Background: an optimization exercise with open tools, aiming at small area. Do not read the settings as production practice.
In this exercise RTL edits were held to simulation tests only and were not proved equivalent to the original.
Power and IR drop assume default switching activity.

## sdr_ctrl
module sdr_ctrl(
	input  wire clk,
	input  wire rst,
	input  wire        uart_rx,
	output wire        uart_tx,
	input  wire        stream_rx,
	output wire [31:0] fm_freq,
	output wire [31:0] am_freq,
	output wire [1:0]  chanel_am_fm,
	output wire        led1,
	output wire        z,
	output wire [31:0] sample_code,
	output wire [18:0] sram_a,
	output wire [15:0] sram_dout,
	input  wire [15:0] sram_din,
	output wire        sram_ce0,
	output wire        sram_we,
	output wire        sram_lb,
	output wire        sram_oe,
	output wire        sram_ub,
	input  wire        MISO_AT45,
	output wire        MOSI_AT45,
	output wire        SCLK_AT45,
	output wire        CS_AT45,
	input  wire [7:0]  flash_din,
	output wire        flash_fifo_rd,
	output wire        flash_write
);
wire os_tick;
uart_os_tick os_tick_gen(.clk(clk), .rst(rst), .tick(os_tick));
wire rx_ready;
wire rx_first;
wire [7:0] rx_byte;
async_receiver cmd_rx(
	.clk(clk), .rst(rst), .tick(os_tick), .RxD(uart_rx),
	.RxD_data_ready(rx_ready), .RxD_data(rx_byte), .first_shift(rx_first)
);
wire [7:0] c0 = rx_byte;
reg [7:0] c1, c2, c3, c4, c5;
reg flag_rcv;
reg pend;           
wire push = rx_first && pend;
always @(posedge clk)
	if (rst) begin
		c1 <= 0; c2 <= 0;
		flag_rcv <= 0;
		pend <= 0;
	end else begin
		flag_rcv <= rx_ready;
		if (rx_ready) pend <= 1'b1;
		else if (rx_first) pend <= 1'b0;
		if (push) begin
			c1 <= c0;
			c2 <= c1;
		end
	end
always @(posedge clk)
	if (push) begin
		c3 <= c2;
		c4 <= c3;
		c5 <= c4;
	end
wire [7:0] frame_sum = c5 + c4 + c3 + c2 + c1;
wire sum_ok = (frame_sum == c0);
wire send1, busy1, send2, busy2;
wire [7:0] byte1, byte2;
wire tx_uart1, tx_uart2;
assign uart_tx = tx_uart1 & tx_uart2;
async_transmitter tx1(.clk(clk), .rst(rst), .TxD_start(send1), .TxD_data(byte1), .TxD(tx_uart1), .TxD_busy(busy1));
  ...
For scale: ~2800 cells after synthesis.
clock: 10.0 ns
lec_check: 0
abc_area: 1
cap_margin: 20
core_margin: 2
core_utilization: 55
slew_margin: 20
standard.sh (not shown) runs the stock make flow with config.mk's settings and CLKGATE_MAP_FILE= SYNTH_SCRIPT=/design/flow/synth_recipe.tcl, a recipe that flattens the netlist after the stock synthesis.
==> flow/flow/run.sh <==
#!/bin/bash
# The standard layout (standard.sh) with these changes:
#  - synthesis maps logic with flow/area.abc (two rounds of strash; dc2;
#    dch -f; amap) instead of ORFS's abc script, and leaves adders to abc
#    (ADDER_MAP_FILE empty). Registers are mapped before abc, untouched;
#  - port buffers are sky130_fd_sc_hd__buf_1;
#  - clock tree synthesis uses CTS_ARGS below (clkbuf_8, no dummy loads).
# Every tool writes its log under orfs/logs as in the standard flow; this
# script's own output and make's go to run_sh.log.
set -euo pipefail
exec > run_sh.log 2>&1
W=$(pwd)
{
  echo 'proc abc {args} {'
  echo '  set i [lsearch -exact $args -script]'
  echo "  if { \$i >= 0 } { lset args [expr {\$i + 1}] $W/flow/area.abc }"
  echo '  yosys abc {*}$args'
  echo '}'
  cat synth_recipe.tcl
} > my_synth.tcl
sed -e "s#SYNTH_SCRIPT=[^ ]*synth_recipe.tcl#SYNTH_SCRIPT=$W/my_synth.tcl ADDER_MAP_FILE=#" standard.sh > my_standard.sh
grep -q "SYNTH_SCRIPT=$W/my_synth.tcl ADDER_MAP_FILE=" my_standard.sh
export BUFFER_PORTS_ARGS="-buffer_cell sky130_fd_sc_hd__buf_1"
export CTS_ARGS="-sink_clustering_enable -repair_clock_nets -dont_use_dummy_load -buf_list sky130_fd_sc_hd__clkbuf_8 -sink_clustering_size 18 -sink_clustering_max_diameter 60"
bash my_standard.sh
==> flow/flow/area.abc <==
strash
dc2
dch -f
amap
strash
dc2
dch -f
amap
Change:
--- a/flow/design.v
+++ b/flow/design.v
@@ -63,21 +63,22 @@
 	input  TxD_start,
 	input  [7:0] TxD_data,
 	output TxD,
 	output TxD_busy
 );
 reg [3:0]  TxD_state;
 reg [10:0] Acc;              
 wire BitTick = Acc[10];
 assign TxD_busy = (TxD_state != 0);
 always @(posedge clk)
-if (TxD_busy) Acc <= Acc[9:0] + 11'd21;
+if (rst) Acc <= 0;
+else if (TxD_busy) Acc <= Acc[9:0] + 11'd21;
 else Acc <= 11'd21;
 always @(posedge clk)
 if (rst) TxD_state <= 0; else
 case (TxD_state)
 	4'b0000: if (TxD_start) TxD_state <= 4'b0100;
 	4'b0100: if (BitTick) TxD_state <= 4'b1000;
 	4'b1000: if (BitTick) TxD_state <= 4'b1001;
 	4'b1001: if (BitTick) TxD_state <= 4'b1010;
 	4'b1010: if (BitTick) TxD_state <= 4'b1011;
 	4'b1011: if (BitTick) TxD_state <= 4'b1100;
@@ -326,21 +327,22 @@
 		8'h9f: kenc = K_9F; 8'hc7: kenc = K_C7; 8'h81: kenc = K_81; 8'hd7: kenc = K_D7;
 		8'he8: kenc = K_E8; 8'hd4: kenc = K_D4; 8'hd6: kenc = K_D6; 8'h83: kenc = K_83;
 		8'h86: kenc = K_86; 8'h84: kenc = K_84; 8'h87: kenc = K_87; 8'h82: kenc = K_82;
 		8'h85: kenc = K_85;
 		default: kenc = K_NONE;
 	endcase
 endfunction
 reg flag_send2;
 reg msg2_full;
 always @(posedge clk)
-	flag_send2 <= rd || bff;
+	if (rst) flag_send2 <= 0;
+	else flag_send2 <= rd || bff;
 always @(posedge clk)
 	if (rd || bff) msg2_full <= !rd;
 reg clean;         
 reg [2:0] index;
 reg flag_start;
 reg flag_crc_ok;
 reg flag_send;
 reg [1:0] flag_error;
 reg [1:0] msg;
 wire [3:0] cmd0 = clean ? kenc(c5) : K_NONE;
@@ -700,21 +702,21 @@
 reg        data_hi;         
 reg wr_reg;
 reg rd_reg;
 reg [1:0] fnt1;
 reg [1:0] fnt2;
 wire clk_sample;
 assign data = {{8{data_hi}}, data_lo};
 assign adr  = regim ? adr_sch_wr : adr_sch_rd;
 assign wr   = wr_reg;
 assign rd   = rd_reg;
-always @(posedge clk) fnt2 <= {fnt2[0], regim};
+always @(posedge clk) if (rst) fnt2 <= 0; else fnt2 <= {fnt2[0], regim};
 always @(posedge clk) if (rst) fnt1 <= 0; else fnt1 <= {fnt1[0], clk_sample};
 always @(posedge clk)
 	if (rst) begin
 		adr_sch_wr <= 0;
 		data_lo <= 0;
 		data_hi <= 0;
 		wr_reg <= 0;
 	end else if (fnt2 == 2'b01) begin
 		adr_sch_wr <= 0;
 	end else if (regim) begin
The new run went through all stages and came out clean. Non-clock buffer count increases by 5. Wire length decreases by about 2%. Worst hold slack improved by 0.028 ns. Clock power decreases by about 3%. Flip-flop and latch count is unchanged.

-- what the ideal ports hide --
The flow's constraints put no driver on any port. The routed layouts listed below were extracted and timed again, unchanged, in two steps.
Step 1, drivers: a clkbuf_16 drives clk and a buf_2 each remaining input, both assumed.
Step 2 moves the port delays by t, midway between the first and last clock arrival at a register: inputs arrive t later, outputs are due t later. That takes back most of the time a late clock gives input paths.
Three values: ideal, step 1, step 2; two values: the first two.
| run | t (ns) | setup WS [ns] | worst register clock-pin slew, ns | worst data-port slew with drivers (ns) | pins driven straight from the clock port |
|---|---|---|---|---|---|
| the first run | 0.694 | 4.827 / 4.827 / 4.827 | 0.11 / 0.11 | 0.08 | 1 |
| the second run | 0.671 | 4.998 / 4.998 / 4.948 | 0.12 / 0.12 | 0.04 | 1 |
After both steps every run listed still meets setup and hold. The setup slack of the second run, which loses most, moves by 0.000 ns with the drivers and by -0.050 ns with both steps.
